This design comes from an exercise in tuning for small area and a short achievable clock period on the open sky130 flow, not from production work.
Only simulation tests tie the RTL to the original design; equivalence was not proved.
Power is estimated from default activity; no workload was simulated.

red:
// ALU_TOP
module ALU_TOP (
  input  wire [15:0] A, B,
  input  wire [3:0]  ALU_FUN,
  input  wire        CLK,
  input  wire        RST,
  output reg  [31:0] ARITH_OUT,
  output reg  [15:0] LOGIC_OUT,
  output wire [15:0] CMP_OUT,
  output reg  [15:0] SHIFT_OUT,
  output reg         CMP_FLAG, CARRY_OUT, LOGIC_FLAG, SHIFT_FLAG, ARITH_FLAG
);
Size in the first run: about 1900 cells after synthesis, roughly 120 I/O pins, ~16000 um2 of cells after synthesis.
==> flow/config.mk <==
export PLATFORM = sky130hd
export DESIGN_NAME = ALU_TOP
export DESIGN_NICKNAME = ALU_TOP
export VERILOG_FILES = /design/flow/design.v
export SDC_FILE = /design/flow/constraint.sdc
export NUM_CORES = 4
export LEC_CHECK = 0
export ABC_AREA = 1
export CAP_MARGIN = 5
export CORE_MARGIN = 2
export CORE_UTILIZATION = 40
export SLEW_MARGIN = 5
==> flow/constraint.sdc <==
create_clock -name core_clock -period 130.0 [get_ports {CLK}]
set_input_delay 26.0000 -clock core_clock [delete_from_list [all_inputs] [get_ports {CLK}]]
set_output_delay 26.0000 -clock core_clock [all_outputs]
set_load 0.01 [all_outputs]
standard.sh (not shown) runs the stock make flow with config.mk's settings and CLKGATE_MAP_FILE= SYNTH_SCRIPT=/design/flow/synth_recipe.tcl, a recipe that flattens the netlist after the stock synthesis.
==> flow/flow/run.sh <==
#!/bin/bash
# Own layout flow: the standard synthesis, then a netlist pass that moves
# full adders to the polarity that needs the fewest inverters (flow/polfix.py),
# then the standard layout from floorplan to finish.  flow/env.sh sets the
# resizer's setup margin (how far below the clock period its repair aims) and
# any other ORFS variables for the layout steps.
set -euo pipefail
R=orfs/results/${FLOW_PLATFORM}/ALU_TOP/base
bash standard.sh synth > run_synth.log 2>&1
cp "$R/1_2_yosys.v" polfix_in.v
python3 flow/polfix.py polfix_in.v polfix_out.v > polfix.log 2>&1
cp polfix_out.v "$R/1_2_yosys.v"
touch "$R/1_2_yosys.v"
source flow/env.sh
bash standard.sh finish > run_layout.log 2>&1
==> flow/flow/env.sh <==
export SETUP_SLACK_MARGIN=75
Other scripts of this flow, unchanged in this note and not shown: flow/flow/polfix.py
red was carried through to the last stage, and its layout satisfied the timing, DRC and antenna checks.
The following lists how blue was set up differently from red:
- CAP_MARGIN: 5 -> 20
- SLEW_MARGIN: 5 -> 20
==> flow/flow/run.sh <==
#!/bin/bash
# Own layout flow: the standard synthesis, then a netlist pass that moves
# full adders to the polarity that needs the fewest inverters (flow/polfix.py),
# then the standard layout from floorplan to finish, with the resizer's
# setup repair asked to keep a margin below the clock period.
set -euo pipefail
R=orfs/results/${FLOW_PLATFORM}/ALU_TOP/base
bash standard.sh synth > run_synth.log 2>&1
cp "$R/1_2_yosys.v" polfix_in.v
python3 flow/polfix.py polfix_in.v polfix_out.v > polfix.log 2>&1
cp polfix_out.v "$R/1_2_yosys.v"
touch "$R/1_2_yosys.v"
export SETUP_SLACK_MARGIN=$(cat flow/setup_margin.txt)
bash standard.sh finish > run_layout.log 2>&1
==> flow/flow/setup_margin.txt (new file) <==
75
removed: flow/flow/env.sh
==> run notes <==
- Changes observed in blue relative to red: final clock period utilization by the worst path about even; time the final worst path needs with I/O delays and setup about even.
- On clock share of power, blue and red are basically level.
- Worst setup slack of blue is on par with red.

---

Setup of P:
ALU_TOP again, from the RTL that the note above started with.
Settings: LEC_CHECK=0, ABC_AREA=1, CAP_MARGIN=20, CORE_MARGIN=2, CORE_UTILIZATION=40, SLEW_MARGIN=20; clock period 130.0 ns.
==> flow/flow/run.sh <==
#!/bin/bash
# Own layout flow: the standard synthesis, then a netlist pass that moves
# full adders to the polarity that needs the fewest inverters (flow/polfix.py),
# then the standard layout from floorplan to finish, with the resizer's
# setup repair asked to keep a margin below the clock period.
set -euo pipefail
R=orfs/results/${FLOW_PLATFORM}/ALU_TOP/base
bash standard.sh synth > run_synth.log 2>&1
cp "$R/1_2_yosys.v" polfix_in.v
python3 flow/polfix.py polfix_in.v polfix_out.v > polfix.log 2>&1
cp polfix_out.v "$R/1_2_yosys.v"
touch "$R/1_2_yosys.v"
export SETUP_SLACK_MARGIN=$(cat flow/setup_margin.txt)
bash standard.sh finish > run_layout.log 2>&1
==> flow/flow/setup_margin.txt <==
78
Other scripts of this flow, unchanged in this note and not shown: flow/flow/polfix.py
P | status: complete | timing, DRC, antenna: pass
Input-level comparison between Q and P:
diff --git a/flow/flow/run.sh b/flow/flow/run.sh
--- a/flow/flow/run.sh
+++ b/flow/flow/run.sh
@@ -3,4 +3,5 @@
 # full adders to the polarity that needs the fewest inverters (flow/polfix.py),
-# then the standard layout from floorplan to finish, with the resizer's
-# setup repair asked to keep a margin below the clock period.
+# then the standard layout from floorplan to finish.  flow/env.sh sets the
+# resizer's setup margin (how far below the clock period its repair aims) and
+# any other ORFS variables for the layout steps.
 set -euo pipefail
@@ -12,3 +13,3 @@
 touch "$R/1_2_yosys.v"
-export SETUP_SLACK_MARGIN=$(cat flow/setup_margin.txt)
+source flow/env.sh
 bash standard.sh finish > run_layout.log 2>&1
==> flow/flow/env.sh (new file) <==
export SETUP_SLACK_MARGIN=75
export BUFFER_PORTS_ARGS="-buffer_cell sky130_fd_sc_hd__buf_1"
removed: flow/flow/setup_margin.txt
[compare] base=P new=Q: via count now sits lower; cell area after layout fell 13%. For the setup slack, Q came in 1640 ps lower than P did. The fraction of layout cells with a size suffix above 1 in Q sits 12 points below the value recorded for P. Lower register fraction of the total cell area among P and Q: P. Q against P: post-layout instance count excluding filler cells has decreased, maximum frequency down 3.1%, wire length of the first global-routing pass now smaller.
Here is what was changed in the inputs of R compared with Q.
==> flow/flow/env.sh <==
export SETUP_SLACK_MARGIN=75
export REMOVE_ABC_BUFFERS=1
## What came out
Diff Q -> R | worst ir drop on vdd | decrease of about 11%
R vs Q, met2 wirelength from detailed routing went down by 8.6%.
Looking at synthesis-to-layout area growth, R sits 5.7 points higher than Q does.
Re worst hold slack: R and Q aren't equal, and the lower value belongs to R.
NOTE: critical path data arrival time in R exceeds that of Q
Diff Q -> R: worst-case setup margin in the final layout decreased by 180 ps relative to the old numbers; maximum clock frequency decreased by about 0.34% relative to the old numbers.

==> port drivers added, routing unchanged <==
No port has a modelled driver above. Below, the same layouts with a new extraction and two added sets of constraints.
Step 1 assumes that a clkbuf_16 drives the clock port and a buf_2 every other input.
Step 2 moves the port delays by t, midway between the first and last clock arrival at a register: inputs arrive t later, outputs are due t later. That takes back most of the time a late clock gives input paths.
Three values: ideal, step 1, step 2; two values: the first two.
| run | t, ns | setup slack, ns | worst hold slack (ns) | worst setup path after step 2 | latest minus earliest clock arrival (ns) |
|---|---|---|---|---|---|
| red | 0.406 | 77.369 / 77.387 / 76.981 | 25.754 / 25.738 / 26.144 | input to register | 0.015 / 0.015 |
| blue | 0.405 | 77.366 / 77.387 / 76.981 | 25.760 / 25.744 / 26.149 | input to register | 0.015 / 0.015 |
| P | 0.411 | 79.227 / 79.245 / 78.834 | 25.754 / 25.736 / 26.148 | input to register | 0.015 / 0.015 |
| Q | 0.404 | 77.585 / 77.603 / 77.199 | 25.763 / 25.740 / 26.145 | input to register | 0.015 / 0.015 |
| R | 0.443 | 77.404 / 77.432 / 76.989 | 25.545 / 25.515 / 25.958 | input to register | 0.022 / 0.022 |
After both steps setup and hold are still met in every run listed. For R, which loses most, drivers alone change the setup slack by +0.028 ns; drivers and shift together by -0.415 ns.
